This design comes from an exercise in tuning for small area, a short achievable clock period and few clock cycles on the open sky130 flow, not from production work.
Only simulation tests tie the RTL to the original design; equivalence was not proved.

## v44
Design JAM, start of the top module:
module JAM (
input CLK,
input RST,
output reg [2:0] W,
output reg [2:0] J,
input [6:0] Cost,
output reg [3:0] MatchCount,
output reg [9:0] MinCost,
output reg Valid );
Size in the first run: ~2700 cells after synthesis, roughly 0.023 mm^2 of cells after synthesis.
clock: 5.0 ns
lec_check: 0
abc_area: 1
cap_margin: 20
core_margin: 2
core_utilization: 40
setup_slack_margin: 0.8
slew_margin: 20
run.sh (not shown) runs the stock make flow with config.mk's settings and CLKGATE_MAP_FILE= SYNTH_SCRIPT=/design/flow/synth_recipe.tcl, a recipe that flattens the netlist after the stock synthesis.
Per the final summary, v44 finished and its layout is clean on timing, DRC and antenna.
Testbench counts of v44, summed over its fixed seeds: cycles 2,334.
diff inputs: v44 => v53
Settings: clearing ABC_AREA, which used to be 1; swapping 0.8 for 1.5 in SETUP_SLACK_MARGIN.
The flow did not stop early for v44: all stages ran, and the layout cleared the timing, design-rule and antenna checks. v53 | stages: all done | timing, DRC, antenna: all pass. The highest metal layer used by the detailed router comes out met5 in one run and met4 in the other, namely in v44 and v53 respectively. Going from v44 to v53, the non-clock buffer share of cell area was found to have gone up by 3.9 points. v44 -> v53: average instance area after synthesis increased by more than 10%. The run showing the greater total routing usage reported by global routing is v44. Sort v44 and v53 by number of clock buffers in the layout desc -> top: v44. Setup slack in v53 is larger than in v44.
Modified inputs, v38 compared to v53
Settings: SETUP_SLACK_MARGIN now 0.8, was 1.5; CTS_BUF_LIST now sky130_fd_sc_hd__clkbuf_4 sky130_fd_sc_hd__clkbuf_8, previously not set; CTS_CLUSTER_SIZE now 30, previously not set; CORE_UTILIZATION now 60, was 40.
==> results.txt <==
Of v53 and v38, the higher area added between synthesis and finish belongs to v53. From v53 to v38 the numbers moved as follows: post-DP HPWL dropped 4.9%; initial cell density of the core climbed 20 points; post-cts sizing count dropped 73%; clock buffer count climbed 69%. Relative to v53, wire length on met1 has gone down in v38. The hold slack on v38 is in line with that on v53. On slew at the pin closest to its max-slew limit: v38 sits above v53. From v38 to v53, flip-flop and latch count after synthesis did not move at all.


The RTL this note starts from:
==> flow/design.v <==
module JAM (
input CLK,
input RST,
output reg [2:0] W,
output reg [2:0] J,
input [6:0] Cost,
output reg [3:0] MatchCount,
output reg [9:0] MinCost,
output reg Valid );
localparam P = 6;    
localparam PASS1 = 3'd0, PASS2 = 3'd1, INIT = 3'd2, SEARCH = 3'd3, FIX = 3'd4, DONE = 3'd5;
reg [2:0] ph;
reg [6:0] v [0:7];      
reg [6:0] u [0:7];      
reg [2:0] arg [0:7];    
reg [2:0] arg2 [0:7];   
reg [7:0] big [0:7];    
reg [9:0] S0;           
reg [6:0] m;            
reg [2:0] am;           
reg [6:0] m2;           
reg [2:0] am2;          
reg [6:0] Vc;           
reg signed [11:0] R;    
reg [9:0] S [0:6];      
reg [2:0] a [0:6];      
reg [2:0] nxj [0:6];    
reg [6:0] hn;           
reg       bt_ok;        
reg [2:0] bt_d;         
integer k;
wire [2:0] d = W;
wire [2:0] j = J;
wire [2:0] dn = d + 3'd1;
wire [6:0] vj = Vc;
wire       c_lt_v = Cost < vj;
wire [6:0] vmin = c_lt_v ? Cost : vj;
wire [6:0] t = Cost - vj;
wire [6:0] tp = (ph == PASS1 && c_lt_v) ? 7'd0 : t;
wire       t_lt_m = (j == 3'd0) || (tp < m);
wire [6:0] mnew = t_lt_m ? tp : m;
wire [2:0] amnew = t_lt_m ? j : am;
wire       t_lt_m2 = (j == 3'd1) || (tp < m2);
wire [6:0] m2new = t_lt_m ? m : t_lt_m2 ? tp : m2;
wire [2:0] am2new = t_lt_m ? am : t_lt_m2 ? j : am2;
wire signed [11:0] ts = {5'd0, t};
wire       prune = ts > R;
wire       better = ts < R;
wire       leaf = (d == 3'd7);
reg [7:0] used;          
wire [2:0] argd = arg[d];
wire [6:0] ud = u[d];
reg [6:0] Un;           
wire signed [11:0] un_s = {5'd0, Un};
reg [2:0] argn;          
reg [2:0] arg2n;         
reg [2:0] argn2;         
reg [2:0] arg2n2;        
always @(*) begin
	argn2 = arg[0];
	arg2n2 = arg2[0];
	for (k = 0; k < 6; k = k + 1)
		if (d == k) begin
			argn2 = arg[k + 2];
			arg2n2 = arg2[k + 2];
		end
end
reg [6:0] un2;          
always @(*) begin
	un2 = u[0];
	for (k = 0; k < 6; k = k + 1)
		if (d == k) un2 = u[k + 2];
end
wire       is_top = (j == argd);
wire       skipok = R < 12'sd32;
wire [2:0] arg2d = arg2[d];
wire       is_sec = (j == arg2d);
wire       first2 = is_top | is_sec;
wire [7:0] bigd = big[d];
reg [7:0] gt;
always @(*) begin
	for (k = 0; k < 8; k = k + 1) gt[k] = first2 | (k > j);
end
wire [7:0] cand = ~used & ~(8'd1 << argd) & ~(8'd1 << arg2d) & gt & ~(bigd & {8{skipok}});
wire       sec_ok = is_top && !used[arg2d] && !(bigd[arg2d] && skipok);
wire       has_nx = sec_ok || (|cand);
reg  [2:0] nx0;
always @(*) begin
	nx0 = 3'd0;
	for (k = 7; k >= 0; k = k - 1) if (cand[k]) nx0 = k;
end
wire [2:0] nx = sec_ok ? arg2d : nx0;
wire [2:0] jsib = (ph == SEARCH) ? nx : (ph == INIT) ? arg[0] : j + 3'd1;
wire [6:0] v_sib = v[jsib];
wire [7:0] used2 = used | (8'd1 << j);
reg  [2:0] fu;
always @(*) begin
	fu = 3'd0;
	for (k = 7; k >= 0; k = k - 1) if (!used2[k]) fu = k;
end
wire       argn_free = !used2[argn];
wire       arg2n_free = !used2[arg2n];
wire [2:0] jdesc = argn_free ? argn : arg2n_free ? arg2n : fu;
wire [6:0] v_desc = v[jdesc];
reg       bt_ok2;
reg [2:0] bt_d2;
always @(*) begin
	bt_ok2 = 1'b0;
	bt_d2 = 3'd0;
	for (k = 0; k < 7; k = k + 1)
		if (hn[k] && k < bt_d) begin
			bt_ok2 = 1'b1;
			bt_d2 = k;
		end
end
wire [2:0] rd = (ph == FIX) ? d : bt_d;
wire signed [11:0] mc_s = {2'd0, MinCost};
wire signed [11:0] sbt_s = {2'd0, S[rd]};
wire signed [11:0] Rbt = mc_s - sbt_s;
wire [6:0] u_bt = u[bt_d + 3'd1];
wire [2:0] arg_bt = arg[bt_d + 3'd1];
wire [2:0] arg2_bt = arg2[bt_d + 3'd1];
reg [7:0] used_bt;
always @(*) begin
	used_bt = 8'd0;
	for (k = 0; k < 7; k = k + 1)
		if (k < bt_d) used_bt = used_bt | (8'd1 << a[k]);
end
wire [6:0] v_bt = v[nxj[bt_d]];
wire [9:0] Sd = MinCost - R[9:0];    
wire descend = !leaf && !prune;
wire sibling = !leaf && !(first2 && prune && d < P) && has_nx;
always @(posedge CLK or posedge RST) begin
	if (RST) begin
		ph <= PASS1;
		W <= 3'd0;
		J <= 3'd0;
		Valid <= 1'b0;
		MinCost <= 10'h3ff;
		MatchCount <= 4'd0;
		S0 <= 10'd0;
		bt_ok <= 1'b0;
		bt_d <= 3'd0;
	end else begin
		case (ph)
		PASS1: begin
			{W, J} <= {W, J} + 6'd1;
			if (d > P && j == 3'd0) S0 <= S0 + {3'd0, m};    
			if (d == 3'd7 && j == 3'd7) ph <= PASS2;
		end
		PASS2: begin
			{W, J} <= {W, J} + 6'd1;
			if (d == 3'd1) S0 <= S0 + {3'd0, vj};
			else if (j == 3'd0 && d != 3'd1) S0 <= S0 + {3'd0, m};    
			if (d == P - 1 && j == 3'd7) ph <= INIT;
		end
		INIT: begin
			S0 <= S0 + {3'd0, m};    
			W <= 3'd0;
			J <= arg[0];
			bt_ok <= 1'b0;
			ph <= FIX;
		end
		SEARCH: begin
			if (leaf) begin
				if (better) begin
					MinCost <= Sd + {3'd0, t};
					MatchCount <= 4'd1;
				end else if (!prune)
					MatchCount <= MatchCount + 4'd1;
			end
			if (descend) begin
				W <= dn;
				J <= jdesc;
				if (has_nx) begin
					bt_ok <= 1'b1;
					bt_d <= d;
				end
			end else if (sibling)
				J <= nx;
			else if (bt_ok) begin
				W <= bt_d;
				J <= nxj[bt_d];
				bt_ok <= bt_ok2;
				bt_d <= bt_d2;
				if (leaf && better) ph <= FIX;
			end else begin
				ph <= DONE;
				Valid <= 1'b1;
			end
		end
		FIX: ph <= SEARCH;
		default: ;
		endcase
	end
end
always @(posedge CLK) begin
	if (ph == PASS1) begin
		if (d == 3'd0) v[j] <= Cost;
		else v[j] <= vmin;
	end
	if (ph == PASS2 || (ph == PASS1 && d >= P)) begin
		m <= mnew;
		am <= amnew;
		m2 <= m2new;
		am2 <= am2new;
		big[d][j] <= (tp[6:5] != 2'd0);
		if (j == 3'd7) begin
			u[d] <= mnew;
			arg[d] <= amnew;
			arg2[d] <= am2new;
		end
	end
	if (ph == INIT) begin
		S[0] <= S0 + {3'd0, m};    
		Un <= u[1];
		argn <= arg[1];
		arg2n <= arg2[1];
		used <= 8'd0;
	end
	if (ph == FIX)
		R <= Rbt;
	if (ph == PASS1 || ph == PASS2 || ph == INIT)
		Vc <= v_sib;
	if (ph == SEARCH) begin
		if (!leaf) begin
			a[d] <= j;
			nxj[d] <= nx;
			hn[d] <= has_nx;
			S[d] <= Sd;
		end
		if (descend) begin
			R <= (R + un_s) - ts;
			Un <= un2;
			argn <= argn2;
			arg2n <= arg2n2;
			used <= used2;
			Vc <= v_desc;
		end else if (sibling)
			Vc <= v_sib;
		else begin
			R <= Rbt;
			Un <= u_bt;
			argn <= arg_bt;
			arg2n <= arg2_bt;
			used <= used_bt;
			Vc <= v_bt;
		end
	end
end
endmodule
make LEC_CHECK=0 ABC_AREA=1 CAP_MARGIN=20 CORE_MARGIN=2 CORE_UTILIZATION=40 SETUP_SLACK_MARGIN=0.9 SLEW_MARGIN=20 finish   # period 5.0 ns
The baseline ran to the end with no violations.
Testbench counts at the start, summed over its fixed seeds: cycles 1,829.
Next try:
--- a/flow/config.mk
+++ b/flow/config.mk
@@ -9,5 +9,6 @@
 export CAP_MARGIN = 20
 export CORE_MARGIN = 2
-export CORE_UTILIZATION = 40
-export SETUP_SLACK_MARGIN = 0.9
+export CORE_UTILIZATION = 65
+export CTS_BUF_LIST = sky130_fd_sc_hd__clkbuf_8
+export SETUP_SLACK_MARGIN = 0.8
 export SLEW_MARGIN = 20
The changed run completed without violations.
Setup slack is worse by 0.023 ns.
Worst hold slack is better by 0.049 ns.
Area after synthesis does not change.
Maximum frequency is lower by 0.55%.
Wire length is lower by 3.0%.
Cell count is lower by 7.3%.
Design area is lower by 2.8%.
Next try:
--- a/flow/config.mk
+++ b/flow/config.mk
@@ -9,6 +9,6 @@
 export CAP_MARGIN = 20
 export CORE_MARGIN = 2
-export CORE_UTILIZATION = 65
-export CTS_BUF_LIST = sky130_fd_sc_hd__clkbuf_8
+export CORE_UTILIZATION = 40
+export PLACE_DENSITY = 0.75
 export SETUP_SLACK_MARGIN = 0.8
 export SLEW_MARGIN = 20
After rerunning:
- worst setup slack is worse by 0.097 ns
- hold slack is worse by 0.051 ns
- non-clock buffer count goes down by 7
- cell count goes up by a little under a tenth
- clock skew goes up by 0.0072 ns
- via count goes down by a few percent
- die area goes up by well over a third
Next try:
--- a/flow/config.mk
+++ b/flow/config.mk
@@ -10,5 +10,4 @@
 export CORE_MARGIN = 2
 export CORE_UTILIZATION = 40
-export PLACE_DENSITY = 0.75
-export SETUP_SLACK_MARGIN = 0.8
+export SETUP_SLACK_MARGIN = 1.1
 export SLEW_MARGIN = 20
Outcome: Area after synthesis is unchanged; worst hold slack is better by 0.013 ns; global-route usage is higher by 2.3 points; critical path depth is higher by 4.

==> re-timing with driven ports <==
The flow's constraints put no driver on any port. The routed layouts listed below were extracted and timed again, unchanged, in two steps.
Step 1 assumes that a clkbuf_16 drives the clock port and a buf_2 every other input.
Step 2, shift: input delay + t, output delay - t, t = (earliest + latest rising clock arrival at the registers) / 2. This alone moves slack from input paths to output paths.
Three values: ideal, step 1, step 2; two values: the first two.
| run | shift t [ns] | slack for setup (ns) | worst setup path after step 2 | worst data-port slew with drivers (ns) | cell pins on the clock port's net |
|---|---|---|---|---|---|
| v44 | 0.641 | 0.930 / 0.970 / 0.329 | input to register | 0.04 | 1 |
| v53 | 0.649 | 0.984 / 1.002 / 0.358 | input to register | 0.05 | 1 |
| v38 | 0.675 | 0.865 / 0.876 / 0.201 | input to register | 0.05 | 1 |
| the first run of note 2 | 0.661 | 0.855 / 0.866 / 0.205 | input to register | 0.06 | 1 |
| the second run of note 2 | 0.710 | 0.833 / 0.833 / 0.134 | input to register | 0.07 | 1 |
| the third run of note 2 | 0.653 | 0.736 / 0.752 / 0.099 | input to register | 0.06 | 1 |
| the fourth run of note 2 | 0.668 | 0.896 / 0.912 / 0.244 | input to register | 0.06 | 1 |
After both steps setup and hold are still met in every run listed. The setup slack of the second run of note 2, which loses most, moves by 0.000 ns with the drivers and by -0.699 ns with both steps.
